What follows belongs to an exercise in optimizing a design on an open flow for small area, a short achievable clock period and few clock cycles; a production flow would make more cautious choices. Only simulation tests tie the RTL to the original design; equivalence was not proved. Power and IR drop assume default switching activity.

### flow/config.mk
export PLATFORM = sky130hd
export DESIGN_NAME = div_fp64
export DESIGN_NICKNAME = div_fp64
export VERILOG_FILES = /design/flow/design.v
export SDC_FILE = /design/flow/constraint.sdc
export NUM_CORES = 8
export LEC_CHECK = 0
export CAP_MARGIN = 20
export CORE_MARGIN = 2
export CORE_UTILIZATION = 40
export SETUP_SLACK_MARGIN = 0.2
export SLEW_MARGIN = 20
### flow/constraint.sdc
create_clock -name core_clock -period 11.0 [get_ports {clock}]
set_input_delay 2.2000 -clock core_clock [delete_from_list [all_inputs] [get_ports {clock}]]
set_output_delay 2.2000 -clock core_clock [all_outputs]
set_load 0.01 [all_outputs]
### flow/design.v
module div_fp64(
	input         clock,
	input         reset,
	input         valid_in,
	input  [2:0]  rm,
	input  [63:0] dividend,
	input  [63:0] divisor,
	output        valid_out,
	output [63:0] quotient,
	output        nv,
	output        dz,
	output        of,
	output        uf,
	output        nx
);
wire [10:0] ea = dividend[62:52];
wire [10:0] eb = divisor[62:52];
wire [51:0] fa = dividend[51:0];
wire [51:0] fb = divisor[51:0];
wire a_ez = ~|ea;
wire b_ez = ~|eb;
wire a_eo = &ea;
wire b_eo = &eb;
wire a_fz = ~|fa;
wire b_fz = ~|fb;
wire a_zero = a_ez & a_fz;
wire b_zero = b_ez & b_fz;
wire a_inf  = a_eo & a_fz;
wire b_inf  = b_eo & b_fz;
wire a_nan  = a_eo & ~a_fz;
wire b_nan  = b_eo & ~b_fz;
wire a_snan = a_nan & ~fa[51];
wire b_snan = b_nan & ~fb[51];
wire zero_res = (a_zero & ~b_zero & ~b_nan) | (~a_eo & b_inf);
wire inf_res  = (a_inf & ~b_eo) | (~a_eo & ~a_zero & b_zero);
wire nan_res  = a_nan | b_nan | (a_zero & b_zero) | (a_inf & b_inf);
wire special  = zero_res | inf_res | nan_res;
wire sign     = dividend[63] ^ divisor[63];
wire [52:0] xa  = {~a_ez, fa};
wire [52:0] xb  = {~b_ez, fb};
wire [10:0] ea1 = {ea[10:1], ea[0] | a_ez};
wire [10:0] eb1 = {eb[10:1], eb[0] | b_ez};
reg         s_idle, s_norm, s_iter, s_post, s_shift, s_final;
reg         vout;
reg  [56:0] WS, WC;   
reg  [6:0]  Y;        
reg  [52:0] D;        
reg  [55:0] Q;        
reg  [12:0] E;        
reg         e_lo, e_lo1, e_deep, e_ovf;
reg  [10:0] EB;
reg  [5:0]  cnt;
reg         first;
reg         st;       
reg  [3:0]  rz;       
reg         ng;       
reg         c_spec, c_zero, c_nan, c_qb, c_pa, c_pb, c_nv, c_dz, c_an;
reg         r_near, r_away, r_up;
reg         nv_r, dz_r, of_r, uf_r, nx_r;
reg  [3:0] qs;    
always @(*) begin
	case ({D[51:49], Y})
		10'd0: qs = 4'b0000;
		10'd1: qs = 4'b0000;
		10'd2: qs = 4'b0000;
		10'd3: qs = 4'b0000;
		10'd4: qs = 4'b0100;
		10'd5: qs = 4'b0100;
		10'd6: qs = 4'b0100;
		10'd7: qs = 4'b0100;
		10'd8: qs = 4'b0100;
		10'd9: qs = 4'b0100;
		10'd10: qs = 4'b0100;
		10'd11: qs = 4'b0100;
		10'd12: qs = 4'b1000;
		10'd13: qs = 4'b1000;
		10'd14: qs = 4'b1000;
		10'd15: qs = 4'b1000;
		10'd16: qs = 4'b1000;
		10'd17: qs = 4'b1000;
		10'd18: qs = 4'b1000;
		10'd19: qs = 4'b1000;
		10'd20: qs = 4'b1000;
		10'd21: qs = 4'b1000;
		10'd22: qs = 4'b1000;
		10'd23: qs = 4'b1000;
		10'd24: qs = 4'b1000;
		10'd25: qs = 4'b1000;
		10'd26: qs = 4'b1000;
		10'd27: qs = 4'b1000;
		10'd28: qs = 4'b1000;
		10'd29: qs = 4'b1000;
		10'd30: qs = 4'b1000;
		10'd31: qs = 4'b1000;
		10'd32: qs = 4'b1000;
		10'd33: qs = 4'b1000;
		10'd34: qs = 4'b1000;
		10'd35: qs = 4'b1000;
		10'd36: qs = 4'b1000;
		10'd37: qs = 4'b1000;
		10'd38: qs = 4'b1000;
		10'd39: qs = 4'b1000;
		10'd40: qs = 4'b1000;
		10'd41: qs = 4'b1000;
		10'd42: qs = 4'b1000;
		10'd43: qs = 4'b1000;
		10'd44: qs = 4'b1000;
		10'd45: qs = 4'b1000;
		10'd46: qs = 4'b1000;
		10'd47: qs = 4'b1000;
		10'd48: qs = 4'b1000;
		10'd49: qs = 4'b1000;
		10'd50: qs = 4'b1000;
		10'd51: qs = 4'b1000;
		10'd52: qs = 4'b1000;
		10'd53: qs = 4'b1000;
		10'd54: qs = 4'b1000;
		10'd55: qs = 4'b1000;
		10'd56: qs = 4'b1000;
		10'd57: qs = 4'b1000;
		10'd58: qs = 4'b1000;
		10'd59: qs = 4'b1000;
		10'd60: qs = 4'b1000;
		10'd61: qs = 4'b1000;
		10'd62: qs = 4'b1000;
		10'd63: qs = 4'b1000;
		10'd64: qs = 4'b0001;
		10'd65: qs = 4'b0001;
		10'd66: qs = 4'b0001;
		10'd67: qs = 4'b0001;
		10'd68: qs = 4'b0001;
		10'd69: qs = 4'b0001;
		10'd70: qs = 4'b0001;
		10'd71: qs = 4'b0001;
		10'd72: qs = 4'b0001;
		10'd73: qs = 4'b0001;
		10'd74: qs = 4'b0001;
		10'd75: qs = 4'b0001;
		10'd76: qs = 4'b0001;
		10'd77: qs = 4'b0001;
		10'd78: qs = 4'b0001;
		10'd79: qs = 4'b0001;
		10'd80: qs = 4'b0001;
		10'd81: qs = 4'b0001;
		10'd82: qs = 4'b0001;
		10'd83: qs = 4'b0001;
		10'd84: qs = 4'b0001;
		10'd85: qs = 4'b0001;
		10'd86: qs = 4'b0001;
		10'd87: qs = 4'b0001;
		10'd88: qs = 4'b0001;
		10'd89: qs = 4'b0001;
		10'd90: qs = 4'b0001;
		10'd91: qs = 4'b0001;
		10'd92: qs = 4'b0001;
		10'd93: qs = 4'b0001;
		10'd94: qs = 4'b0001;
		10'd95: qs = 4'b0001;
		10'd96: qs = 4'b0001;
		10'd97: qs = 4'b0001;
		10'd98: qs = 4'b0001;
		10'd99: qs = 4'b0001;
		10'd100: qs = 4'b0001;
		10'd101: qs = 4'b0001;
		10'd102: qs = 4'b0001;
		10'd103: qs = 4'b0001;
		10'd104: qs = 4'b0001;
		10'd105: qs = 4'b0001;
		10'd106: qs = 4'b0001;
		10'd107: qs = 4'b0001;
		10'd108: qs = 4'b0001;
		10'd109: qs = 4'b0001;
		10'd110: qs = 4'b0001;
		10'd111: qs = 4'b0001;
		10'd112: qs = 4'b0001;
		10'd113: qs = 4'b0001;
		10'd114: qs = 4'b0001;
		10'd115: qs = 4'b0010;
		10'd116: qs = 4'b0010;
		10'd117: qs = 4'b0010;
		10'd118: qs = 4'b0010;
		10'd119: qs = 4'b0010;
		10'd120: qs = 4'b0010;
		10'd121: qs = 4'b0010;
		10'd122: qs = 4'b0010;
		10'd123: qs = 4'b0010;
		10'd124: qs = 4'b0000;
		10'd125: qs = 4'b0000;
		10'd126: qs = 4'b0000;
		10'd127: qs = 4'b0000;
		10'd128: qs = 4'b0000;
		10'd129: qs = 4'b0000;
		10'd130: qs = 4'b0000;
		10'd131: qs = 4'b0000;
		10'd132: qs = 4'b0100;
		10'd133: qs = 4'b0100;
		10'd134: qs = 4'b0100;
		10'd135: qs = 4'b0100;
		10'd136: qs = 4'b0100;
		10'd137: qs = 4'b0100;
		10'd138: qs = 4'b0100;
		10'd139: qs = 4'b0100;
		10'd140: qs = 4'b0100;
		10'd141: qs = 4'b0100;
		10'd142: qs = 4'b1000;
		10'd143: qs = 4'b1000;
		10'd144: qs = 4'b1000;
		10'd145: qs = 4'b1000;
		10'd146: qs = 4'b1000;
		10'd147: qs = 4'b1000;
		10'd148: qs = 4'b1000;
		10'd149: qs = 4'b1000;
		10'd150: qs = 4'b1000;
		10'd151: qs = 4'b1000;
		10'd152: qs = 4'b1000;
		10'd153: qs = 4'b1000;
		10'd154: qs = 4'b1000;
		10'd155: qs = 4'b1000;
		10'd156: qs = 4'b1000;
		10'd157: qs = 4'b1000;
		10'd158: qs = 4'b1000;
		10'd159: qs = 4'b1000;
		10'd160: qs = 4'b1000;
		10'd161: qs = 4'b1000;
		10'd162: qs = 4'b1000;
		10'd163: qs = 4'b1000;
		10'd164: qs = 4'b1000;
		10'd165: qs = 4'b1000;
		10'd166: qs = 4'b1000;
		10'd167: qs = 4'b1000;
		10'd168: qs = 4'b1000;
		10'd169: qs = 4'b1000;
		10'd170: qs = 4'b1000;
		10'd171: qs = 4'b1000;
		10'd172: qs = 4'b1000;
		10'd173: qs = 4'b1000;
		10'd174: qs = 4'b1000;
		10'd175: qs = 4'b1000;
		10'd176: qs = 4'b1000;
		10'd177: qs = 4'b1000;
		10'd178: qs = 4'b1000;
		10'd179: qs = 4'b1000;
		10'd180: qs = 4'b1000;
		10'd181: qs = 4'b1000;
		10'd182: qs = 4'b1000;
		10'd183: qs = 4'b1000;
		10'd184: qs = 4'b1000;
		10'd185: qs = 4'b1000;
		10'd186: qs = 4'b1000;
		10'd187: qs = 4'b1000;
		10'd188: qs = 4'b1000;
		10'd189: qs = 4'b1000;
		10'd190: qs = 4'b1000;
		10'd191: qs = 4'b1000;
		10'd192: qs = 4'b0001;
		10'd193: qs = 4'b0001;
		10'd194: qs = 4'b0001;
		10'd195: qs = 4'b0001;
		10'd196: qs = 4'b0001;
		10'd197: qs = 4'b0001;
		10'd198: qs = 4'b0001;
		10'd199: qs = 4'b0001;
		10'd200: qs = 4'b0001;
		10'd201: qs = 4'b0001;
		10'd202: qs = 4'b0001;
		10'd203: qs = 4'b0001;
		10'd204: qs = 4'b0001;
		10'd205: qs = 4'b0001;
		10'd206: qs = 4'b0001;
		10'd207: qs = 4'b0001;
		10'd208: qs = 4'b0001;
		10'd209: qs = 4'b0001;
		10'd210: qs = 4'b0001;
		10'd211: qs = 4'b0001;
		10'd212: qs = 4'b0001;
		10'd213: qs = 4'b0001;
		10'd214: qs = 4'b0001;
		10'd215: qs = 4'b0001;
		10'd216: qs = 4'b0001;
		10'd217: qs = 4'b0001;
		10'd218: qs = 4'b0001;
		10'd219: qs = 4'b0001;
		10'd220: qs = 4'b0001;
		10'd221: qs = 4'b0001;
		10'd222: qs = 4'b0001;
		10'd223: qs = 4'b0001;
		10'd224: qs = 4'b0001;
		10'd225: qs = 4'b0001;
		10'd226: qs = 4'b0001;
		10'd227: qs = 4'b0001;
		10'd228: qs = 4'b0001;
		10'd229: qs = 4'b0001;
		10'd230: qs = 4'b0001;
		10'd231: qs = 4'b0001;
		10'd232: qs = 4'b0001;
		10'd233: qs = 4'b0001;
		10'd234: qs = 4'b0001;
		10'd235: qs = 4'b0001;
		10'd236: qs = 4'b0001;
		10'd237: qs = 4'b0001;
		10'd238: qs = 4'b0001;
		10'd239: qs = 4'b0001;
		10'd240: qs = 4'b0001;
		10'd241: qs = 4'b0010;
		10'd242: qs = 4'b0010;
		10'd243: qs = 4'b0010;
		10'd244: qs = 4'b0010;
		10'd245: qs = 4'b0010;
		10'd246: qs = 4'b0010;
		10'd247: qs = 4'b0010;
		10'd248: qs = 4'b0010;
		10'd249: qs = 4'b0010;
		10'd250: qs = 4'b0010;
		10'd251: qs = 4'b0000;
		10'd252: qs = 4'b0000;
		10'd253: qs = 4'b0000;
		10'd254: qs = 4'b0000;
		10'd255: qs = 4'b0000;
		10'd256: qs = 4'b0000;
		10'd257: qs = 4'b0000;
		10'd258: qs = 4'b0000;
		10'd259: qs = 4'b0000;
		10'd260: qs = 4'b0100;
		10'd261: qs = 4'b0100;
		10'd262: qs = 4'b0100;
		10'd263: qs = 4'b0100;
		10'd264: qs = 4'b0100;
		10'd265: qs = 4'b0100;
		10'd266: qs = 4'b0100;
		10'd267: qs = 4'b0100;
		10'd268: qs = 4'b0100;
		10'd269: qs = 4'b0100;
		10'd270: qs = 4'b0100;
		10'd271: qs = 4'b1000;
		10'd272: qs = 4'b1000;
		10'd273: qs = 4'b1000;
		10'd274: qs = 4'b1000;
		10'd275: qs = 4'b1000;
		10'd276: qs = 4'b1000;
		10'd277: qs = 4'b1000;
		10'd278: qs = 4'b1000;
		10'd279: qs = 4'b1000;
		10'd280: qs = 4'b1000;
		10'd281: qs = 4'b1000;
		10'd282: qs = 4'b1000;
		10'd283: qs = 4'b1000;
		10'd284: qs = 4'b1000;
		10'd285: qs = 4'b1000;
		10'd286: qs = 4'b1000;
		10'd287: qs = 4'b1000;
		10'd288: qs = 4'b1000;
		10'd289: qs = 4'b1000;
		10'd290: qs = 4'b1000;
		10'd291: qs = 4'b1000;
		10'd292: qs = 4'b1000;
		10'd293: qs = 4'b1000;
		10'd294: qs = 4'b1000;
		10'd295: qs = 4'b1000;
		10'd296: qs = 4'b1000;
		10'd297: qs = 4'b1000;
		10'd298: qs = 4'b1000;
		10'd299: qs = 4'b1000;
		10'd300: qs = 4'b1000;
		10'd301: qs = 4'b1000;
		10'd302: qs = 4'b1000;
		10'd303: qs = 4'b1000;
		10'd304: qs = 4'b1000;
		10'd305: qs = 4'b1000;
		10'd306: qs = 4'b1000;
		10'd307: qs = 4'b1000;
		10'd308: qs = 4'b1000;
		10'd309: qs = 4'b1000;
		10'd310: qs = 4'b1000;
		10'd311: qs = 4'b1000;
		10'd312: qs = 4'b1000;
		10'd313: qs = 4'b1000;
		10'd314: qs = 4'b1000;
		10'd315: qs = 4'b1000;
		10'd316: qs = 4'b1000;
		10'd317: qs = 4'b1000;
		10'd318: qs = 4'b1000;
		10'd319: qs = 4'b1000;
		10'd320: qs = 4'b0001;
		10'd321: qs = 4'b0001;
		10'd322: qs = 4'b0001;
		10'd323: qs = 4'b0001;
		10'd324: qs = 4'b0001;
		10'd325: qs = 4'b0001;
		10'd326: qs = 4'b0001;
		10'd327: qs = 4'b0001;
		10'd328: qs = 4'b0001;
		10'd329: qs = 4'b0001;
		10'd330: qs = 4'b0001;
		10'd331: qs = 4'b0001;
		10'd332: qs = 4'b0001;
		10'd333: qs = 4'b0001;
		10'd334: qs = 4'b0001;
		10'd335: qs = 4'b0001;
		10'd336: qs = 4'b0001;
		10'd337: qs = 4'b0001;
		10'd338: qs = 4'b0001;
		10'd339: qs = 4'b0001;
		10'd340: qs = 4'b0001;
		10'd341: qs = 4'b0001;
		10'd342: qs = 4'b0001;
		10'd343: qs = 4'b0001;
		10'd344: qs = 4'b0001;
		10'd345: qs = 4'b0001;
		10'd346: qs = 4'b0001;
		10'd347: qs = 4'b0001;
		10'd348: qs = 4'b0001;
		10'd349: qs = 4'b0001;
		10'd350: qs = 4'b0001;
		10'd351: qs = 4'b0001;
		10'd352: qs = 4'b0001;
		10'd353: qs = 4'b0001;
		10'd354: qs = 4'b0001;
		10'd355: qs = 4'b0001;
		10'd356: qs = 4'b0001;
		10'd357: qs = 4'b0001;
		10'd358: qs = 4'b0001;
		10'd359: qs = 4'b0001;
		10'd360: qs = 4'b0001;
		10'd361: qs = 4'b0001;
		10'd362: qs = 4'b0001;
		10'd363: qs = 4'b0001;
		10'd364: qs = 4'b0001;
		10'd365: qs = 4'b0001;
		10'd366: qs = 4'b0001;
		10'd367: qs = 4'b0001;
		10'd368: qs = 4'b0010;
		10'd369: qs = 4'b0010;
		10'd370: qs = 4'b0010;
		10'd371: qs = 4'b0010;
		10'd372: qs = 4'b0010;
		10'd373: qs = 4'b0010;
		10'd374: qs = 4'b0010;
		10'd375: qs = 4'b0010;
		10'd376: qs = 4'b0010;
		10'd377: qs = 4'b0010;
		10'd378: qs = 4'b0010;
		10'd379: qs = 4'b0000;
		10'd380: qs = 4'b0000;
		10'd381: qs = 4'b0000;
		10'd382: qs = 4'b0000;
		10'd383: qs = 4'b0000;
		10'd384: qs = 4'b0000;
		10'd385: qs = 4'b0000;
		10'd386: qs = 4'b0000;
		10'd387: qs = 4'b0000;
		10'd388: qs = 4'b0100;
		10'd389: qs = 4'b0100;
		10'd390: qs = 4'b0100;
		10'd391: qs = 4'b0100;
		10'd392: qs = 4'b0100;
		10'd393: qs = 4'b0100;
		10'd394: qs = 4'b0100;
		10'd395: qs = 4'b0100;
		10'd396: qs = 4'b0100;
		10'd397: qs = 4'b0100;
		10'd398: qs = 4'b0100;
		10'd399: qs = 4'b0100;
		10'd400: qs = 4'b1000;
		10'd401: qs = 4'b1000;
		10'd402: qs = 4'b1000;
		10'd403: qs = 4'b1000;
		10'd404: qs = 4'b1000;
		10'd405: qs = 4'b1000;
		10'd406: qs = 4'b1000;
		10'd407: qs = 4'b1000;
		10'd408: qs = 4'b1000;
		10'd409: qs = 4'b1000;
		10'd410: qs = 4'b1000;
		10'd411: qs = 4'b1000;
		10'd412: qs = 4'b1000;
		10'd413: qs = 4'b1000;
		10'd414: qs = 4'b1000;
		10'd415: qs = 4'b1000;
		10'd416: qs = 4'b1000;
		10'd417: qs = 4'b1000;
		10'd418: qs = 4'b1000;
		10'd419: qs = 4'b1000;
		10'd420: qs = 4'b1000;
		10'd421: qs = 4'b1000;
		10'd422: qs = 4'b1000;
		10'd423: qs = 4'b1000;
		10'd424: qs = 4'b1000;
		10'd425: qs = 4'b1000;
		10'd426: qs = 4'b1000;
		10'd427: qs = 4'b1000;
		10'd428: qs = 4'b1000;
		10'd429: qs = 4'b1000;
		10'd430: qs = 4'b1000;
		10'd431: qs = 4'b1000;
		10'd432: qs = 4'b1000;
		10'd433: qs = 4'b1000;
		10'd434: qs = 4'b1000;
		10'd435: qs = 4'b1000;
		10'd436: qs = 4'b1000;
		10'd437: qs = 4'b1000;
		10'd438: qs = 4'b1000;
		10'd439: qs = 4'b1000;
		10'd440: qs = 4'b1000;
		10'd441: qs = 4'b1000;
		10'd442: qs = 4'b1000;
		10'd443: qs = 4'b1000;
		10'd444: qs = 4'b1000;
		10'd445: qs = 4'b1000;
		10'd446: qs = 4'b1000;
		10'd447: qs = 4'b1000;
		10'd448: qs = 4'b0001;
		10'd449: qs = 4'b0001;
		10'd450: qs = 4'b0001;
		10'd451: qs = 4'b0001;
		10'd452: qs = 4'b0001;
		10'd453: qs = 4'b0001;
		10'd454: qs = 4'b0001;
		10'd455: qs = 4'b0001;
		10'd456: qs = 4'b0001;
		10'd457: qs = 4'b0001;
		10'd458: qs = 4'b0001;
		10'd459: qs = 4'b0001;
		10'd460: qs = 4'b0001;
		10'd461: qs = 4'b0001;
		10'd462: qs = 4'b0001;
		10'd463: qs = 4'b0001;
		10'd464: qs = 4'b0001;
		10'd465: qs = 4'b0001;
		10'd466: qs = 4'b0001;
		10'd467: qs = 4'b0001;
		10'd468: qs = 4'b0001;
		10'd469: qs = 4'b0001;
		10'd470: qs = 4'b0001;
		10'd471: qs = 4'b0001;
		10'd472: qs = 4'b0001;
		10'd473: qs = 4'b0001;
		10'd474: qs = 4'b0001;
		10'd475: qs = 4'b0001;
		10'd476: qs = 4'b0001;
		10'd477: qs = 4'b0001;
		10'd478: qs = 4'b0001;
		10'd479: qs = 4'b0001;
		10'd480: qs = 4'b0001;
		10'd481: qs = 4'b0001;
		10'd482: qs = 4'b0001;
		10'd483: qs = 4'b0001;
		10'd484: qs = 4'b0001;
		10'd485: qs = 4'b0001;
		10'd486: qs = 4'b0001;
		10'd487: qs = 4'b0001;
		10'd488: qs = 4'b0001;
		10'd489: qs = 4'b0001;
		10'd490: qs = 4'b0001;
		10'd491: qs = 4'b0001;
		10'd492: qs = 4'b0001;
		10'd493: qs = 4'b0001;
		10'd494: qs = 4'b0010;
		10'd495: qs = 4'b0010;
		10'd496: qs = 4'b0010;
		10'd497: qs = 4'b0010;
		10'd498: qs = 4'b0010;
		10'd499: qs = 4'b0010;
		10'd500: qs = 4'b0010;
		10'd501: qs = 4'b0010;
		10'd502: qs = 4'b0010;
		10'd503: qs = 4'b0010;
		10'd504: qs = 4'b0010;
		10'd505: qs = 4'b0010;
		10'd506: qs = 4'b0000;
		10'd507: qs = 4'b0000;
		10'd508: qs = 4'b0000;
		10'd509: qs = 4'b0000;
		10'd510: qs = 4'b0000;
		10'd511: qs = 4'b0000;
		10'd512: qs = 4'b0000;
		10'd513: qs = 4'b0000;
		10'd514: qs = 4'b0000;
		10'd515: qs = 4'b0000;
		10'd516: qs = 4'b0000;
		10'd517: qs = 4'b0000;
		10'd518: qs = 4'b0100;
		10'd519: qs = 4'b0100;
		10'd520: qs = 4'b0100;
		10'd521: qs = 4'b0100;
		10'd522: qs = 4'b0100;
		10'd523: qs = 4'b0100;
		10'd524: qs = 4'b0100;
		10'd525: qs = 4'b0100;
		10'd526: qs = 4'b0100;
		10'd527: qs = 4'b0100;
		10'd528: qs = 4'b0100;
		10'd529: qs = 4'b0100;
		10'd530: qs = 4'b1000;
		10'd531: qs = 4'b1000;
		10'd532: qs = 4'b1000;
		10'd533: qs = 4'b1000;
		10'd534: qs = 4'b1000;
		10'd535: qs = 4'b1000;
		10'd536: qs = 4'b1000;
		10'd537: qs = 4'b1000;
		10'd538: qs = 4'b1000;
		10'd539: qs = 4'b1000;
		10'd540: qs = 4'b1000;
		10'd541: qs = 4'b1000;
		10'd542: qs = 4'b1000;
		10'd543: qs = 4'b1000;
		10'd544: qs = 4'b1000;
		10'd545: qs = 4'b1000;
		10'd546: qs = 4'b1000;
		10'd547: qs = 4'b1000;
		10'd548: qs = 4'b1000;
		10'd549: qs = 4'b1000;
		10'd550: qs = 4'b1000;
		10'd551: qs = 4'b1000;
		10'd552: qs = 4'b1000;
		10'd553: qs = 4'b1000;
		10'd554: qs = 4'b1000;
		10'd555: qs = 4'b1000;
		10'd556: qs = 4'b1000;
		10'd557: qs = 4'b1000;
		10'd558: qs = 4'b1000;
		10'd559: qs = 4'b1000;
		10'd560: qs = 4'b1000;
		10'd561: qs = 4'b1000;
		10'd562: qs = 4'b1000;
		10'd563: qs = 4'b1000;
		10'd564: qs = 4'b1000;
		10'd565: qs = 4'b1000;
		10'd566: qs = 4'b1000;
		10'd567: qs = 4'b1000;
		10'd568: qs = 4'b1000;
		10'd569: qs = 4'b1000;
		10'd570: qs = 4'b1000;
		10'd571: qs = 4'b1000;
		10'd572: qs = 4'b1000;
		10'd573: qs = 4'b1000;
		10'd574: qs = 4'b1000;
		10'd575: qs = 4'b1000;
		10'd576: qs = 4'b0001;
		10'd577: qs = 4'b0001;
		10'd578: qs = 4'b0001;
		10'd579: qs = 4'b0001;
		10'd580: qs = 4'b0001;
		10'd581: qs = 4'b0001;
		10'd582: qs = 4'b0001;
		10'd583: qs = 4'b0001;
		10'd584: qs = 4'b0001;
		10'd585: qs = 4'b0001;
		10'd586: qs = 4'b0001;
		10'd587: qs = 4'b0001;
		10'd588: qs = 4'b0001;
		10'd589: qs = 4'b0001;
		10'd590: qs = 4'b0001;
		10'd591: qs = 4'b0001;
		10'd592: qs = 4'b0001;
		10'd593: qs = 4'b0001;
		10'd594: qs = 4'b0001;
		10'd595: qs = 4'b0001;
		10'd596: qs = 4'b0001;
		10'd597: qs = 4'b0001;
		10'd598: qs = 4'b0001;
		10'd599: qs = 4'b0001;
		10'd600: qs = 4'b0001;
		10'd601: qs = 4'b0001;
		10'd602: qs = 4'b0001;
		10'd603: qs = 4'b0001;
		10'd604: qs = 4'b0001;
		10'd605: qs = 4'b0001;
		10'd606: qs = 4'b0001;
		10'd607: qs = 4'b0001;
		10'd608: qs = 4'b0001;
		10'd609: qs = 4'b0001;
		10'd610: qs = 4'b0001;
		10'd611: qs = 4'b0001;
		10'd612: qs = 4'b0001;
		10'd613: qs = 4'b0001;
		10'd614: qs = 4'b0001;
		10'd615: qs = 4'b0001;
		10'd616: qs = 4'b0001;
		10'd617: qs = 4'b0001;
		10'd618: qs = 4'b0001;
		10'd619: qs = 4'b0001;
		10'd620: qs = 4'b0010;
		10'd621: qs = 4'b0010;
		10'd622: qs = 4'b0010;
		10'd623: qs = 4'b0010;
		10'd624: qs = 4'b0010;
		10'd625: qs = 4'b0010;
		10'd626: qs = 4'b0010;
		10'd627: qs = 4'b0010;
		10'd628: qs = 4'b0010;
		10'd629: qs = 4'b0010;
		10'd630: qs = 4'b0010;
		10'd631: qs = 4'b0010;
		10'd632: qs = 4'b0010;
		10'd633: qs = 4'b0010;
		10'd634: qs = 4'b0000;
		10'd635: qs = 4'b0000;
		10'd636: qs = 4'b0000;
		10'd637: qs = 4'b0000;
		10'd638: qs = 4'b0000;
		10'd639: qs = 4'b0000;
		10'd640: qs = 4'b0000;
		10'd641: qs = 4'b0000;
		10'd642: qs = 4'b0000;
		10'd643: qs = 4'b0000;
		10'd644: qs = 4'b0000;
		10'd645: qs = 4'b0000;
		10'd646: qs = 4'b0100;
		10'd647: qs = 4'b0100;
		10'd648: qs = 4'b0100;
		10'd649: qs = 4'b0100;
		10'd650: qs = 4'b0100;
		10'd651: qs = 4'b0100;
		10'd652: qs = 4'b0100;
		10'd653: qs = 4'b0100;
		10'd654: qs = 4'b0100;
		10'd655: qs = 4'b0100;
		10'd656: qs = 4'b0100;
		10'd657: qs = 4'b0100;
		10'd658: qs = 4'b0100;
		10'd659: qs = 4'b0100;
		10'd660: qs = 4'b1000;
		10'd661: qs = 4'b1000;
		10'd662: qs = 4'b1000;
		10'd663: qs = 4'b1000;
		10'd664: qs = 4'b1000;
		10'd665: qs = 4'b1000;
		10'd666: qs = 4'b1000;
		10'd667: qs = 4'b1000;
		10'd668: qs = 4'b1000;
		10'd669: qs = 4'b1000;
		10'd670: qs = 4'b1000;
		10'd671: qs = 4'b1000;
		10'd672: qs = 4'b1000;
		10'd673: qs = 4'b1000;
		10'd674: qs = 4'b1000;
		10'd675: qs = 4'b1000;
		10'd676: qs = 4'b1000;
		10'd677: qs = 4'b1000;
		10'd678: qs = 4'b1000;
		10'd679: qs = 4'b1000;
		10'd680: qs = 4'b1000;
		10'd681: qs = 4'b1000;
		10'd682: qs = 4'b1000;
		10'd683: qs = 4'b1000;
		10'd684: qs = 4'b1000;
		10'd685: qs = 4'b1000;
		10'd686: qs = 4'b1000;
		10'd687: qs = 4'b1000;
		10'd688: qs = 4'b1000;
		10'd689: qs = 4'b1000;
		10'd690: qs = 4'b1000;
		10'd691: qs = 4'b1000;
		10'd692: qs = 4'b1000;
		10'd693: qs = 4'b1000;
		10'd694: qs = 4'b1000;
		10'd695: qs = 4'b1000;
		10'd696: qs = 4'b1000;
		10'd697: qs = 4'b1000;
		10'd698: qs = 4'b1000;
		10'd699: qs = 4'b1000;
		10'd700: qs = 4'b1000;
		10'd701: qs = 4'b1000;
		10'd702: qs = 4'b1000;
		10'd703: qs = 4'b1000;
		10'd704: qs = 4'b0001;
		10'd705: qs = 4'b0001;
		10'd706: qs = 4'b0001;
		10'd707: qs = 4'b0001;
		10'd708: qs = 4'b0001;
		10'd709: qs = 4'b0001;
		10'd710: qs = 4'b0001;
		10'd711: qs = 4'b0001;
		10'd712: qs = 4'b0001;
		10'd713: qs = 4'b0001;
		10'd714: qs = 4'b0001;
		10'd715: qs = 4'b0001;
		10'd716: qs = 4'b0001;
		10'd717: qs = 4'b0001;
		10'd718: qs = 4'b0001;
		10'd719: qs = 4'b0001;
		10'd720: qs = 4'b0001;
		10'd721: qs = 4'b0001;
		10'd722: qs = 4'b0001;
		10'd723: qs = 4'b0001;
		10'd724: qs = 4'b0001;
		10'd725: qs = 4'b0001;
		10'd726: qs = 4'b0001;
		10'd727: qs = 4'b0001;
		10'd728: qs = 4'b0001;
		10'd729: qs = 4'b0001;
		10'd730: qs = 4'b0001;
		10'd731: qs = 4'b0001;
		10'd732: qs = 4'b0001;
		10'd733: qs = 4'b0001;
		10'd734: qs = 4'b0001;
		10'd735: qs = 4'b0001;
		10'd736: qs = 4'b0001;
		10'd737: qs = 4'b0001;
		10'd738: qs = 4'b0001;
		10'd739: qs = 4'b0001;
		10'd740: qs = 4'b0001;
		10'd741: qs = 4'b0001;
		10'd742: qs = 4'b0001;
		10'd743: qs = 4'b0001;
		10'd744: qs = 4'b0001;
		10'd745: qs = 4'b0001;
		10'd746: qs = 4'b0001;
		10'd747: qs = 4'b0001;
		10'd748: qs = 4'b0010;
		10'd749: qs = 4'b0010;
		10'd750: qs = 4'b0010;
		10'd751: qs = 4'b0010;
		10'd752: qs = 4'b0010;
		10'd753: qs = 4'b0010;
		10'd754: qs = 4'b0010;
		10'd755: qs = 4'b0010;
		10'd756: qs = 4'b0010;
		10'd757: qs = 4'b0010;
		10'd758: qs = 4'b0010;
		10'd759: qs = 4'b0010;
		10'd760: qs = 4'b0010;
		10'd761: qs = 4'b0010;
		10'd762: qs = 4'b0000;
		10'd763: qs = 4'b0000;
		10'd764: qs = 4'b0000;
		10'd765: qs = 4'b0000;
		10'd766: qs = 4'b0000;
		10'd767: qs = 4'b0000;
		10'd768: qs = 4'b0000;
		10'd769: qs = 4'b0000;
		10'd770: qs = 4'b0000;
		10'd771: qs = 4'b0000;
		10'd772: qs = 4'b0000;
		10'd773: qs = 4'b0000;
		10'd774: qs = 4'b0100;
		10'd775: qs = 4'b0100;
		10'd776: qs = 4'b0100;
		10'd777: qs = 4'b0100;
		10'd778: qs = 4'b0100;
		10'd779: qs = 4'b0100;
		10'd780: qs = 4'b0100;
		10'd781: qs = 4'b0100;
		10'd782: qs = 4'b0100;
		10'd783: qs = 4'b0100;
		10'd784: qs = 4'b0100;
		10'd785: qs = 4'b0100;
		10'd786: qs = 4'b0100;
		10'd787: qs = 4'b0100;
		10'd788: qs = 4'b1000;
		10'd789: qs = 4'b1000;
		10'd790: qs = 4'b1000;
		10'd791: qs = 4'b1000;
		10'd792: qs = 4'b1000;
		10'd793: qs = 4'b1000;
		10'd794: qs = 4'b1000;
		10'd795: qs = 4'b1000;
		10'd796: qs = 4'b1000;
		10'd797: qs = 4'b1000;
		10'd798: qs = 4'b1000;
		10'd799: qs = 4'b1000;
		10'd800: qs = 4'b1000;
		10'd801: qs = 4'b1000;
		10'd802: qs = 4'b1000;
		10'd803: qs = 4'b1000;
		10'd804: qs = 4'b1000;
		10'd805: qs = 4'b1000;
		10'd806: qs = 4'b1000;
		10'd807: qs = 4'b1000;
		10'd808: qs = 4'b1000;
		10'd809: qs = 4'b1000;
		10'd810: qs = 4'b1000;
		10'd811: qs = 4'b1000;
		10'd812: qs = 4'b1000;
		10'd813: qs = 4'b1000;
		10'd814: qs = 4'b1000;
		10'd815: qs = 4'b1000;
		10'd816: qs = 4'b1000;
		10'd817: qs = 4'b1000;
		10'd818: qs = 4'b1000;
		10'd819: qs = 4'b1000;
		10'd820: qs = 4'b1000;
		10'd821: qs = 4'b1000;
		10'd822: qs = 4'b1000;
		10'd823: qs = 4'b1000;
		10'd824: qs = 4'b1000;
		10'd825: qs = 4'b1000;
		10'd826: qs = 4'b1000;
		10'd827: qs = 4'b1000;
		10'd828: qs = 4'b1000;
		10'd829: qs = 4'b1000;
		10'd830: qs = 4'b1000;
		10'd831: qs = 4'b1000;
		10'd832: qs = 4'b0001;
		10'd833: qs = 4'b0001;
		10'd834: qs = 4'b0001;
		10'd835: qs = 4'b0001;
		10'd836: qs = 4'b0001;
		10'd837: qs = 4'b0001;
		10'd838: qs = 4'b0001;
		10'd839: qs = 4'b0001;
		10'd840: qs = 4'b0001;
		10'd841: qs = 4'b0001;
		10'd842: qs = 4'b0001;
		10'd843: qs = 4'b0001;
		10'd844: qs = 4'b0001;
		10'd845: qs = 4'b0001;
		10'd846: qs = 4'b0001;
		10'd847: qs = 4'b0001;
		10'd848: qs = 4'b0001;
		10'd849: qs = 4'b0001;
		10'd850: qs = 4'b0001;
		10'd851: qs = 4'b0001;
		10'd852: qs = 4'b0001;
		10'd853: qs = 4'b0001;
		10'd854: qs = 4'b0001;
		10'd855: qs = 4'b0001;
		10'd856: qs = 4'b0001;
		10'd857: qs = 4'b0001;
		10'd858: qs = 4'b0001;
		10'd859: qs = 4'b0001;
		10'd860: qs = 4'b0001;
		10'd861: qs = 4'b0001;
		10'd862: qs = 4'b0001;
		10'd863: qs = 4'b0001;
		10'd864: qs = 4'b0001;
		10'd865: qs = 4'b0001;
		10'd866: qs = 4'b0001;
		10'd867: qs = 4'b0001;
		10'd868: qs = 4'b0001;
		10'd869: qs = 4'b0001;
		10'd870: qs = 4'b0001;
		10'd871: qs = 4'b0001;
		10'd872: qs = 4'b0001;
		10'd873: qs = 4'b0001;
		10'd874: qs = 4'b0010;
		10'd875: qs = 4'b0010;
		10'd876: qs = 4'b0010;
		10'd877: qs = 4'b0010;
		10'd878: qs = 4'b0010;
		10'd879: qs = 4'b0010;
		10'd880: qs = 4'b0010;
		10'd881: qs = 4'b0010;
		10'd882: qs = 4'b0010;
		10'd883: qs = 4'b0010;
		10'd884: qs = 4'b0010;
		10'd885: qs = 4'b0010;
		10'd886: qs = 4'b0010;
		10'd887: qs = 4'b0010;
		10'd888: qs = 4'b0010;
		10'd889: qs = 4'b0010;
		10'd890: qs = 4'b0000;
		10'd891: qs = 4'b0000;
		10'd892: qs = 4'b0000;
		10'd893: qs = 4'b0000;
		10'd894: qs = 4'b0000;
		10'd895: qs = 4'b0000;
		10'd896: qs = 4'b0000;
		10'd897: qs = 4'b0000;
		10'd898: qs = 4'b0000;
		10'd899: qs = 4'b0000;
		10'd900: qs = 4'b0000;
		10'd901: qs = 4'b0000;
		10'd902: qs = 4'b0000;
		10'd903: qs = 4'b0000;
		10'd904: qs = 4'b0100;
		10'd905: qs = 4'b0100;
		10'd906: qs = 4'b0100;
		10'd907: qs = 4'b0100;
		10'd908: qs = 4'b0100;
		10'd909: qs = 4'b0100;
		10'd910: qs = 4'b0100;
		10'd911: qs = 4'b0100;
		10'd912: qs = 4'b0100;
		10'd913: qs = 4'b0100;
		10'd914: qs = 4'b0100;
		10'd915: qs = 4'b0100;
		10'd916: qs = 4'b0100;
		10'd917: qs = 4'b0100;
		10'd918: qs = 4'b0100;
		10'd919: qs = 4'b0100;
		10'd920: qs = 4'b1000;
		10'd921: qs = 4'b1000;
		10'd922: qs = 4'b1000;
		10'd923: qs = 4'b1000;
		10'd924: qs = 4'b1000;
		10'd925: qs = 4'b1000;
		10'd926: qs = 4'b1000;
		10'd927: qs = 4'b1000;
		10'd928: qs = 4'b1000;
		10'd929: qs = 4'b1000;
		10'd930: qs = 4'b1000;
		10'd931: qs = 4'b1000;
		10'd932: qs = 4'b1000;
		10'd933: qs = 4'b1000;
		10'd934: qs = 4'b1000;
		10'd935: qs = 4'b1000;
		10'd936: qs = 4'b1000;
		10'd937: qs = 4'b1000;
		10'd938: qs = 4'b1000;
		10'd939: qs = 4'b1000;
		10'd940: qs = 4'b1000;
		10'd941: qs = 4'b1000;
		10'd942: qs = 4'b1000;
		10'd943: qs = 4'b1000;
		10'd944: qs = 4'b1000;
		10'd945: qs = 4'b1000;
		10'd946: qs = 4'b1000;
		10'd947: qs = 4'b1000;
		10'd948: qs = 4'b1000;
		10'd949: qs = 4'b1000;
		10'd950: qs = 4'b1000;
		10'd951: qs = 4'b1000;
		10'd952: qs = 4'b1000;
		10'd953: qs = 4'b1000;
		10'd954: qs = 4'b1000;
		10'd955: qs = 4'b1000;
		10'd956: qs = 4'b1000;
		10'd957: qs = 4'b1000;
		10'd958: qs = 4'b1000;
		10'd959: qs = 4'b1000;
		10'd960: qs = 4'b0001;
		10'd961: qs = 4'b0001;
		10'd962: qs = 4'b0001;
		10'd963: qs = 4'b0001;
		10'd964: qs = 4'b0001;
		10'd965: qs = 4'b0001;
		10'd966: qs = 4'b0001;
		10'd967: qs = 4'b0001;
		10'd968: qs = 4'b0001;
		10'd969: qs = 4'b0001;
		10'd970: qs = 4'b0001;
		10'd971: qs = 4'b0001;
		10'd972: qs = 4'b0001;
		10'd973: qs = 4'b0001;
		10'd974: qs = 4'b0001;
		10'd975: qs = 4'b0001;
		10'd976: qs = 4'b0001;
		10'd977: qs = 4'b0001;
		10'd978: qs = 4'b0001;
		10'd979: qs = 4'b0001;
		10'd980: qs = 4'b0001;
		10'd981: qs = 4'b0001;
		10'd982: qs = 4'b0001;
		10'd983: qs = 4'b0001;
		10'd984: qs = 4'b0001;
		10'd985: qs = 4'b0001;
		10'd986: qs = 4'b0001;
		10'd987: qs = 4'b0001;
		10'd988: qs = 4'b0001;
		10'd989: qs = 4'b0001;
		10'd990: qs = 4'b0001;
		10'd991: qs = 4'b0001;
		10'd992: qs = 4'b0001;
		10'd993: qs = 4'b0001;
		10'd994: qs = 4'b0001;
		10'd995: qs = 4'b0001;
		10'd996: qs = 4'b0001;
		10'd997: qs = 4'b0001;
		10'd998: qs = 4'b0001;
		10'd999: qs = 4'b0001;
		10'd1000: qs = 4'b0010;
		10'd1001: qs = 4'b0010;
		10'd1002: qs = 4'b0010;
		10'd1003: qs = 4'b0010;
		10'd1004: qs = 4'b0010;
		10'd1005: qs = 4'b0010;
		10'd1006: qs = 4'b0010;
		10'd1007: qs = 4'b0010;
		10'd1008: qs = 4'b0010;
		10'd1009: qs = 4'b0010;
		10'd1010: qs = 4'b0010;
		10'd1011: qs = 4'b0010;
		10'd1012: qs = 4'b0010;
		10'd1013: qs = 4'b0010;
		10'd1014: qs = 4'b0010;
		10'd1015: qs = 4'b0010;
		10'd1016: qs = 4'b0000;
		10'd1017: qs = 4'b0000;
		10'd1018: qs = 4'b0000;
		10'd1019: qs = 4'b0000;
		10'd1020: qs = 4'b0000;
		10'd1021: qs = 4'b0000;
		10'd1022: qs = 4'b0000;
		10'd1023: qs = 4'b0000;
		default: qs = 4'b0000;
	endcase
end
wire qp2 = qs[3];
wire qp1 = qs[2];
wire qn1 = qs[1];
wire qn2 = qs[0];
wire qpos = qp2 | qp1;
wire qneg = qn1 | qn2;
wire [57:0] d4 = {3'b0, D, 2'b0};
wire [57:0] d8 = {2'b0, D, 3'b0};
wire [57:0] mop = ({58{qp1}} & ~d4) | ({58{qp2}} & ~d8) | ({58{qn1}} & d4) | ({58{qn2}} & d8);
wire [57:0] wa = {WS[55:0], 2'b0};
wire [57:0] wb = {WC[55:0], 2'b0};
wire [57:0] ws_n = wa ^ wb ^ mop;
wire [57:0] wc_n = {((wa & wb) | (wa & mop) | (wb & mop)), qpos};
function [6:0] est;
	input [7:0] a, b, m;    
	reg   [6:0] s, c;
	begin
		s   = a[7:1] ^ b[7:1] ^ m[7:1];
		c   = (a[6:0] & b[6:0]) | (a[6:0] & m[6:0]) | (b[6:0] & m[6:0]);
		est = s + c;
	end
endfunction
wire [7:0] ea8 = wa[55:48];
wire [7:0] eb8 = wb[55:48];
wire [6:0] y_p2 = est(ea8, eb8, ~d8[55:48]);
wire [6:0] y_p1 = est(ea8, eb8, ~d4[55:48]);
wire [6:0] y_z  = est(ea8, eb8, 8'd0);
wire [6:0] y_m1 = est(ea8, eb8, d4[55:48]);
wire [6:0] y_m2 = est(ea8, eb8, d8[55:48]);
wire [6:0] y_n  = ({7{qp2}} & y_p2) | ({7{qp1}} & y_p1) | ({7{~qpos & ~qneg}} & y_z) |
                  ({7{qn1}} & y_m1) | ({7{qn2}} & y_m2);
wire [53:0] qdec = Q[53:0] - 54'd1;
wire [1:0]  qd   = {qp2 | qn2 | qn1, qp1 | qn1};
wire [55:0] q_it = {(qneg ? qdec : Q[53:0]), qd};
wire        stop = ((cnt == 6'd27) & c_an) | q_it[55] | q_it[54];
wire [56:0] wsum  = WS + WC;
wire        wneg  = wsum[56];
wire [3:0]  wnz   = {|wsum[56:43], |wsum[42:29], |wsum[28:15], |wsum[14:0]};
function lt_c;
	input [12:0] e;
	input [12:0] c;
	integer i;
	reg lt, eq;
	reg [12:0] u, v;
	begin
		u = e ^ 13'h1000;
		v = c ^ 13'h1000;
		lt = 1'b0;
		eq = 1'b1;
		for (i = 12; i >= 0; i = i - 1) begin
			lt = lt | (eq & ~u[i] & v[i]);
			eq = eq & (u[i] == v[i]);
		end
		lt_c = lt;
	end
endfunction
wire        shift_post = Q[55] | Q[54] | e_lo;
wire        sh_more    = s_post ? (shift_post & (Q[55] | e_lo1)) : (~e_deep & (e_lo1 | Q[55]));
reg         m_sub, m_dec;    
reg  [12:0] e_inc, e_dec;
integer j;
always @(*) begin
	for (j = 0; j < 13; j = j + 1) begin
		e_inc[j] = E[j] ^ (&(E | ~((13'd1 << j) - 13'd1)));
		e_dec[j] = (j == 0) ? E[0] : (E[j] ^ ~|(E & ((13'd1 << j) - 13'd2)));
	end
end
wire [12:0] e_sub = E - {2'b0, EB};
wire        m_inc = s_norm | (s_post & shift_post) | (s_shift & ~e_deep);
reg  [12:0] e_nx;      
always @(*) begin
	if (m_sub)
		e_nx = e_sub;
	else if (m_dec)
		e_nx = e_dec;
	else if (m_inc)
		e_nx = e_inc;
	else if (s_shift)
		e_nx = -13'sd1075;
	else
		e_nx = E;
end
wire        borrow = ng & ~Q[0];
wire        rb   = Q[0] ^ ng;
wire        lsb  = Q[1] ^ borrow;
wire        stk  = st | (|rz) | ng;
wire        inx  = rb | stk;
wire        up   = r_near ? (rb & (stk | lsb | r_away)) : (r_up & inx);
wire        inc  = up & ~borrow;
wire        dec  = ~up & borrow;
wire [10:0] ebias = E[10:0] + 11'd1076;
wire [10:0] ef   = Q[53] ? ebias : 11'd0;
wire [62:0] pk   = {ef, Q[52:1]};
reg  [62:0] ones, zeros;    
integer k;
always @(*) begin
	ones[0] = 1'b1;
	zeros[0] = 1'b1;
	for (k = 1; k < 63; k = k + 1) begin
		ones[k]  = ones[k-1] & pk[k-1];
		zeros[k] = zeros[k-1] & ~pk[k-1];
	end
end
wire [62:0] sum  = pk ^ ({63{inc}} & ones) ^ ({63{dec}} & zeros);
wire        ovf  = e_ovf | (inc & ones[52] & (ef == 11'h7fe));
wire        unf  = ((ef == 11'd0) & ~(inc & ones[52])) | ((ef == 11'd1) & dec & zeros[52]);
wire [50:0] payload = ({51{c_pa}} & fa[50:0]) | ({51{c_pb}} & fb[50:0]) | {50'd0, ~c_pa & ~c_pb};
wire [63:0] res_special = {sign, {11{~c_zero}}, (c_nan ? {c_qb, payload} : 52'd0)};
wire [63:0] res_normal  = ovf ? {sign, 11'h7ff, 52'd0} : {sign, sum};
wire [63:0] res = c_spec ? res_special : res_normal;
always @(posedge clock or posedge reset) begin
	if (reset) begin
		s_idle  <= 1'b1;
		s_norm  <= 1'b0;
		s_iter  <= 1'b0;
		s_post  <= 1'b0;
		s_shift <= 1'b0;
		s_final <= 1'b0;
		vout    <= 1'b0;
	end else begin
		vout    <= s_final;
		s_idle  <= (s_idle & ~valid_in) | s_final;
		s_norm  <= (s_idle & valid_in & ~xb[52]) | (s_norm & ~c_spec & ~D[51]);
		s_iter  <= (s_idle & valid_in & xb[52]) | (s_norm & ~c_spec & D[51]) | (s_iter & ~c_spec & ~stop);
		s_post  <= s_iter & ~c_spec & stop;
		s_shift <= (s_post | s_shift) & sh_more;
		s_final <= (s_norm & c_spec) | (s_iter & c_spec) | ((s_post | s_shift) & ~sh_more);
	end
end
always @(posedge clock) begin
	c_spec <= special;
	c_an   <= ~a_ez;
	c_zero <= zero_res;
	c_nan  <= nan_res;
	c_qb   <= ~(a_snan | b_snan);
	c_pa   <= a_nan;
	c_pb   <= ~a_nan & b_nan;
	c_nv   <= nan_res;
	c_dz   <= ~a_eo & ~a_zero & b_zero;
	r_near <= (rm == 3'd0) | (rm == 3'd4);
	r_away <= rm[2];
	r_up   <= ((rm == 3'd3) & ~sign) | ((rm == 3'd2) & sign);
	EB     <= eb1;
	first  <= s_idle | s_norm;
	m_sub  <= (s_idle & valid_in & xb[52]) | (s_norm & D[51]);
	m_dec  <= s_iter & ~stop;
	nv_r   <= c_nv;
	dz_r   <= c_dz;
	of_r   <= ~c_spec & ovf;
	uf_r   <= ~c_spec & ~ovf & unf & inx;
	nx_r   <= ~c_spec & (ovf | inx);
	E      <= s_idle ? {2'b0, ea1} : e_nx;
	e_lo   <= lt_c(e_nx, -13'sd1075);      
	e_lo1  <= lt_c(e_nx, -13'sd1076);      
	e_deep <= lt_c(e_nx, -13'sd1140);      
	e_ovf  <= ~lt_c(e_nx, 13'sd971);       
	if (s_iter) begin
		WS <= ws_n[56:0];
		WC <= wc_n[56:0];
		Y  <= y_n;
	end else if (s_final) begin
		WS <= res[56:0];
		WC <= {50'd0, res[63:57]};
		Y  <= {3'b0, xa[52:49]};
	end else begin
		WS <= {4'b0, xa};
		WC <= 57'd0;
		Y  <= {3'b0, xa[52:49]};
	end
	if (s_idle)
		D <= xb;
	else if (s_norm)
		D <= {D[51:0], 1'b0};
	if (s_idle) begin
		Q   <= 56'd0;
		cnt <= 6'd0;
	end
	if (s_iter) begin
		Q   <= q_it;
		cnt <= cnt + 6'd1;
	end
	if (s_post) begin
		rz <= wnz;
		if (shift_post) begin
			Q  <= {1'b0, Q[55:1]};
			st <= Q[0];
			ng <= wneg & ~Q[0];
		end else begin
			st <= 1'b0;
			ng <= wneg;
		end
	end
	if (s_shift) begin
		if (e_deep) begin
			Q  <= 56'd0;
			st <= 1'b1;
			ng <= 1'b0;
		end else begin
			Q  <= {1'b0, Q[55:1]};
			st <= st | Q[0];
			ng <= ng & ~Q[0];
		end
	end
end
assign valid_out = vout;
assign quotient  = {WC[6:0], WS};
assign nv = nv_r;
assign dz = dz_r;
assign of = of_r;
assign uf = uf_r;
assign nx = nx_r;
endmodule
### flow/flow/run.sh
#!/bin/bash
set -euo pipefail
cd "$(dirname "$0")/.."
bash standard.sh synth > flow_synth.log 2>&1
bash standard.sh finish 'BUFFER_PORTS_ARGS=-buffer_cell sky130_fd_sc_hd__buf_1' SETUP_SLACK_MARGIN=7 > flow_layout.log 2>&1
### flow/standard.sh
#!/bin/bash
# synth_recipe.tcl (not shown) runs the flow's synth.tcl, then flattens the netlist and writes it again
# the make line also repeats each setting of config.mk as NAME=value (left out here)
make -C /OpenROAD-flow-scripts/flow DESIGN_CONFIG=/design/flow/config.mk WORK_HOME=/design/flow/orfs CLKGATE_MAP_FILE= SYNTH_SCRIPT=/design/flow/synth_recipe.tcl "${@:-finish}"
==> flow_summary.ini, run 1 <==
[routing]
num_vias = 24059
vias_per_cell = 5.970
drtIter0Drc = 2315
wire_per_inst_um = 22.35
routed_wl_um = 90090
antenna_left = 0
drt_first_pass_iters = 6
route.detailed.drc = 0

[layout]
final_common_cell = nor2_1
num_antenna_cells = 0
drive_gt1_frac = 0.06512
syn2layout_area_growth_pct = 10.67
mostFrequentLayoutCells = 395 x nor2_1, 259 x a21oi_1, 233 x inv_1
final_nets = 3548
final_core_util = 0.4467

[logic_synthesis]
yosysUniqueCellTypes = 89
synthArstFlopShare = 0.02373
ys_seq_area_frac = 0.2656
synth_warnings = 1
yosys.area.top_type_share = 0.1799
synth_area_leaders = dfxtp_1 18%, edfxtp_1 7.9%, fa_1 7.4%
synth.avg_cell_area_um2 = 7.902
synth_top_area_cell = dfxtp_1
synth-edff-count = 65
mappedNetlistArea_mm2 = 0.02482
syn_inst = 3141
syn-num-nets = 3481
ys_ff_latch = 295
ys.flop_type = dfxtp_1

[global_routing]
track_usage = 0.2771
antenna_found_initial = 2
grt_pass1_vias = 22617
grt_max_degree = 65
grt_pass1_wl_um = 137600
grt_overflow = 0

[floorplanning]
ios = 204
start_util = 0.4037
die_w_um = 253.1
die_h_um = 253.1
rows = 91
core_area_mm2 = 0.06148
die_area_mm2 = 0.06405

[timing]
period_minus_slack_ns = 3.887
finalSetupViolCount = 0
rsz0062_at_grt = true
slew_headroom = 0.2712
fmax_mhz = 257.2
whs_ns = 0.4247
fin_tns_setup_ns = 0
finalCritPeriodShare = 0.3534
tightestPinTransition_ns = 1.093
maxSlewViolCount = 0
skew_ns = 0.03324
hold_viol = 0

[pwr]
worst_ir_drop_vdd_v = 0.0001951
power_density_mw_per_mm2 = 308.6
leakagePower_nw = 10.49
totalPowerFinal_mw = 8.476

[setup_path]
cp-start-kind = flip-flop
critPathKind = flip-flop to flip-flop
end_kind = flip-flop
cp_data_arrival_time_ns = 4.33
worst-path-max-fanout = 8
worstPathRequired_ns = 11.45

[placed_design]
finalWeightedCongestion = 0.9321
port_buffers = 203
dpl.hpwl_um = 66240

[outcome]
status = no timing/DRC/antenna violations

[clock_tree]
cts_buffers = 40
cts_tree = done
cts.clk_slew.worst_paths_ns = 0.06
clkLatencyLatePin_ns = 0.59
cts.sinks = 295
cts_root_buffer = clkbuf_16
hold_buffers = 0
clockBufferDepth = 3
h-tree-depth = 2

[job]
drv_cap = 0

[min_path]
min_path_type = flip-flop to flip-flop
-- cell usage after synthesis, types with 8 or more instances --
library cell	n
a211oi_1	116
a21o_1	37
a21oi_1	260
a221oi_1	23
a22oi_1	66
a31oi_1	32
and2_1	13
and3_1	29
buf_1	15
buf_2	8
buf_4	14
clkbuf_1	168
dfxtp_1	223
edfxtp_1	65
fa_1	92
ha_1	114
inv_1	234
mux2_2	49
mux2i_1	15
nand2_1	162
nand2b_1	24
nand3_1	83
nand4_1	35
nor2_1	397
nor2b_1	19
nor3_1	76
nor4_1	49
o2111ai_1	11
o211ai_1	27
o21a_1	19
o21ai_0	207
o21ai_1	8
o21bai_1	23
o221ai_1	18
o22ai_1	14
o31ai_1	12
or2_2	15
or3_1	35
or4_1	11
xnor2_1	142
xor2_1	57
-- metrics by stage --
step / worst slack [ns] / cell area, um^2 / std cells
after global routing: 6.990 / 27470 / 4030
after global placement: 6.380 / 25920 / 3949
after CTS: 7.018 / 27300 / 4023
final: 7.113 / 27470 / 4030
after floorplan: 7.500 / 24820 / 3141
after detailed placement: 6.319 / 25920 / 3949
-- cells by family (layout without fill, tap and decap cells) --
group	count (synthesis)	in the layout	share of synthesized area
AND/OR/NAND/NOR	987	987	0.1900
flip-flops	295	295	0.2656
XOR/XNOR	199	199	0.07023
multiplexers	64	64	0.02828
buffers and inverters	449	548	0.07209
AO/OA/AOI/OAI	940	940	0.2417
adder cells (fa/ha/maj)	207	207	0.1321
-- final timing paths --
path / start / endpoint / slack [ns] / cells past startpoint
setup / recovery: rz[3]$_DFFE_PP_ / WC[0]$_DFF_P_ / 7.11 / 10
hold / removal: c_dz$_DFF_P_ / dz_r$_DFF_P_ / 0.42 / 0
setup reg to reg: rz[3]$_DFFE_PP_ / WC[0]$_DFF_P_ / 7.11 / 10
hold reg to reg: c_dz$_DFF_P_ / dz_r$_DFF_P_ / 0.42 / 0
max in group asynchronous: reset / s_idle$_DFF_PP1_ / 9.18 / 2
min in group asynchronous: reset / vout$_DFF_PP0_ / 1.54 / 2
-- routing by layer --
layer / track usage / wire length (um) / part of all wire
met5: 0 / 21 / 0.00023
met1: 0.3778 / 38930 / 0.43
met2: 0.4485 / 41720 / 0.46
met4: 0.09349 / 3027 / 0.034
met3: 0.04030 / 6386 / 0.071
-- area by class of cell --
class / instances / area, um^2
flip-flops and latches: 295 / 6605
clock inverters: 25 / 262.8
well taps: 790 / 988.4
fillers: 6254 / 34020
inverters: 237 / 890.9
repair buffers: 237 / 1027
multi-input cells: 2397 / 16600
clock buffers: 49 / 1097
-- flip-flops by register name, indices dropped and copies added, names as in the netlist, 4 cells and up --
register / cells
EB: 11
cnt: 6
D: 53
Q: 56
rz: 4
WC: 57
WS: 57
Y: 7
E: 13
-- power breakdown --
part | internal [mW] | switching [mW] | total [mW] | leakage, nW
clock | 0.811 | 0.564 | 1.37 | 0.672
combinational | 1.89 | 3.12 | 5.01 | 7.30
sequential | 1.48 | 0.617 | 2.09 | 2.52
total | 4.17 | 4.30 | 8.48 | 10.5
-- critical path, stage by stage (launching register included) --
cell and delay (ns):
edfxtp_1 0.46, or4_1 0.64, o32a_1 0.35, nor2_1 0.31
or4b_4 0.58, or2_1 0.40, o31ai_4 0.21, a22oi_1 0.12
xor2_1 0.21, o21ai_1 0.37, nand2_1 0.10
-- timing repair --
action / in CTS / in global routing
pin swaps: 1 / 1
gates resized for setup: 8 / 21
gates cloned: 0 / 0
buffers inserted: 0 / 7
endpoints found under the setup margin: 19 / 72
Testbench counts, summed over its fixed seeds: cycles 379,545.
==> run 2: changes to the inputs <==
==> flow/run.sh (new file) <==
#!/bin/bash
# synth_recipe.tcl (not shown) runs the flow's synth.tcl, then flattens the netlist and writes it again
# the make line also repeats each setting of config.mk as NAME=value (left out here)
make -C /OpenROAD-flow-scripts/flow DESIGN_CONFIG=/design/flow/config.mk WORK_HOME=/design/flow/orfs CLKGATE_MAP_FILE= SYNTH_SCRIPT=/design/flow/synth_recipe.tcl finish
removed: flow/flow/run.sh
removed: flow/standard.sh
==> run 2 against run 1 <==
  * Still clean
  * Critical path depth fell by 2
  * Sequential share of layout area shrank 0.77 points
  * Core utilization rose by 1.5 points
  * Sequential cell count did not move
  * Power rose by 1.0%
  * Setup slack worse by 0.80 ns
  * Clock skew shrank 0.0097 ns
  * Critical endpoint is now c_zero$_DFF_P_
==> flow_summary.ini, run 2 <==
[layout]
final_common_cell = nor2_1
reg_top3 = WC: 57 flops, WS: 57 flops, Q: 56 flops
final_nets = 3538
drive_gt1_frac = 0.05454
final_core_util = 0.4613
final_area_mm2 = 0.02836
syn2layout_area_growth_pct = 14.27
mostFrequentLayoutCells = 395 x nor2_1, 260 x a21oi_1, 233 x inv_1

[logic_synthesis]
synth.avg_cell_area_um2 = 7.902
syn-num-nets = 3481
ys_seq_area_frac = 0.2656
synth_most_common_cell = nor2_1
synth_warnings = 1
ys_ff_latch = 295
muxShareOfSynthArea = 0.02828
yosys.area_share.xor_xnor = 0.07023
yosys.area.top_type_share = 0.1799
synth_compound_area_frac = 0.2417
yosys-top-cells-count = 397 x nor2_1, 260 x a21oi_1, 234 x inv_1
synth_top_family_by_area = compound AO/OA/AOI/OAI gates
mappedNetlistArea_mm2 = 0.02482
synth_top_area_cell = dfxtp_1
synth_area_leaders = dfxtp_1 18%, edfxtp_1 7.9%, fa_1 7.4%
yosysUniqueCellTypes = 89
syn_inst = 3141
synth-edff-count = 65
synthAdderAreaFrac = 0.1321
ys.flop_type = dfxtp_1
yosys.area_share.simple = 0.1900
synthArstFlopShare = 0.02373

[floorplanning]
rows = 91
die_area_mm2 = 0.06405
start_util = 0.4037
core_area_mm2 = 0.06148
die_w_um = 253.1
ios = 204
die_h_um = 253.1

[clock_tree]
hold_buffers = 0
cts_buffers = 38
cts.repair.resized = 0
clockBufferDepth = 3
cts_root_buffer = clkbuf_16
cts.clk_slew.worst_paths_ns = 0.06
cts.sinks = 295
clkLatencyLatePin_ns = 0.57
cts_setup_buffers = 0
cts_tree = done
h-tree-depth = 2

[timing]
rsz0062_at_grt = false
slew_headroom = 0.2638
fmax_mhz = 213.4
fin_tns_setup_ns = 0
skew_ns = 0.02355
finalSetupViolCount = 0
finalCritPeriodShare = 0.4261
period_minus_slack_ns = 4.687
tightestPinTransition_ns = 1.102
fin_ws_ns = 6.313
hold_viol = 0
maxSlewViolCount = 0

[setup_path]
cp-start-kind = input port
worst-path-max-fanout = 4
worstPathRequired_ns = 11.49
cp_data_arrival_time_ns = 5.18
end_kind = flip-flop
critPathKind = input port to flip-flop
r2r_cells = 10

[routing]
wl_met1_um = 39930
drt_first_pass_iters = 7
wl_met2_um = 45300
highest_layer = met4
antenna_left = 0
vias_per_cell = 6.047
wire_per_inst_um = 23.59
num_vias = 24298
drtIter0Drc = 2295
route.detailed.drc = 0
wl_met3_um = 5983
routed_wl_um = 94770

[global_routing]
grt_max_degree = 61
track_usage = 0.2896
grt_pass1_vias = 23648
grt_overflow = 0
grt_pass1_wl_um = 143200
antenna_found_initial = 1

[pwr]
worst_ir_drop_vdd_v = 0.0001959
leakagePower_nw = 10.85
power_density_mw_per_mm2 = 302.0

[outcome]
status = no timing/DRC/antenna violations

[placed_design]
port_buffers = 203
finalWeightedCongestion = 0.9751
post_dp_cell_area_mm2 = 0.02721
dp_slack_ns = 5.712
dpl.hpwl_um = 71330

[job]
drv_cap = 0

[min_path]
worstHoldPathCells = 0
min_path_type = flip-flop to flip-flop
run 2: layout make-up:
type	count	area, um^2
fill	6080	33120
multi-input combinational	2397	16480
sequential	295	6603
timing repair buffer	229	2247
clock buffer	51	1061
tap	790	988.4
inverter	237	889.6
clock inverter	18	87.58
antenna	1	2.502
run 2: metal layers:
layer / global-route usage / up-vias
li1: - / 11332
met4: 0.1053 / 0
met1: 0.3772 / 11840
met5: 0 / -
met3: 0.03670 / 163
met2: 0.4910 / 963
run 2: logic make-up (layout without fill, tap and decap cells):
group	count (synthesis)	after routing
xor+xnor	199	199
buf+inv	449	535
mux	64	64
fa+ha+maj	207	207
flops	295	295
other cells	0	1
compound gates	940	940
simple gates	987	987
run 2: critical path: stages:
cell	delay, ns
clkdlybuf4s50_1	0.57
nor4_1	0.33
buf_4	0.20
nand4_1	0.34
nor4_1	0.96
and2_1	0.30
a21oi_1	0.09
mux2i_1	0.17
run 2: power by group:
| group | switching, mW | internal (mW) |
|---|---|---|
| Clock | 0.522 | 0.675 |
| Combinational | 3.20 | 2.06 |
| Sequential | 0.628 | 1.48 |
| Total | 4.35 | 4.21 |
run 2: stage by stage:
step	power [mW]	hold slack, ns	cells
floorplan	5.494	0.3096	3141
global placement	7.219	0.3195	3947
detailed placement	7.279	0.3269	3948
CTS	8.517	0.3411	4017
global route	9.179	0.3529	4018
finish	8.564	0.3373	4018
run 2: path summary, 6_finish.rpt:
check / startpoint / end / slack, ns
worst max-delay path: dividend[6] / c_zero$_DFF_P_ / 6.31
worst min-delay path: c_dz$_DFF_P_ / dz_r$_DFF_P_ / 0.34
worst max register to register: D[49]$_DFFE_PP_ / WS[9]$_DFF_P_ / 6.60
worst min register to register: c_dz$_DFF_P_ / dz_r$_DFF_P_ / 0.34
max in group asynchronous: reset / s_iter$_DFF_PP0_ / 8.79
min in group asynchronous: reset / s_norm$_DFF_PP0_ / 1.90

[port drivers added, routing unchanged]
How much do the figures lean on ideal ports? The routed layouts below were timed once more, with nothing changed but the port constraints.
Step 1 (the two cells are an assumption about what drives the block):
set clk [get_ports {clock}]
set_driving_cell -lib_cell sky130_fd_sc_hd__clkbuf_16 $clk
set_driving_cell -lib_cell sky130_fd_sc_hd__buf_2 [delete_from_list [all_inputs] $clk]
Step 2 also shifts input and output timing later by t, the mid clock arrival at the registers, as if the neighbouring blocks saw the same clock.
Three values: ideal, step 1, step 2; two values: the first two.
run	shift t [ns]	slack for setup (ns)	latest minus earliest clock arrival (ns)	worst data-port slew with drivers (ns)	pins driven straight from the clock port
run 1	0.637	7.113 / 7.113 / 6.542	0.033 / 0.033	0.04	1
run 2	0.620	6.313 / 6.352 / 5.732	0.028 / 0.028	0.09	1
After both steps setup and hold are still met in every run listed. The setup slack of run 2, which loses most, moves by +0.039 ns with the drivers and by -0.581 ns with both steps.
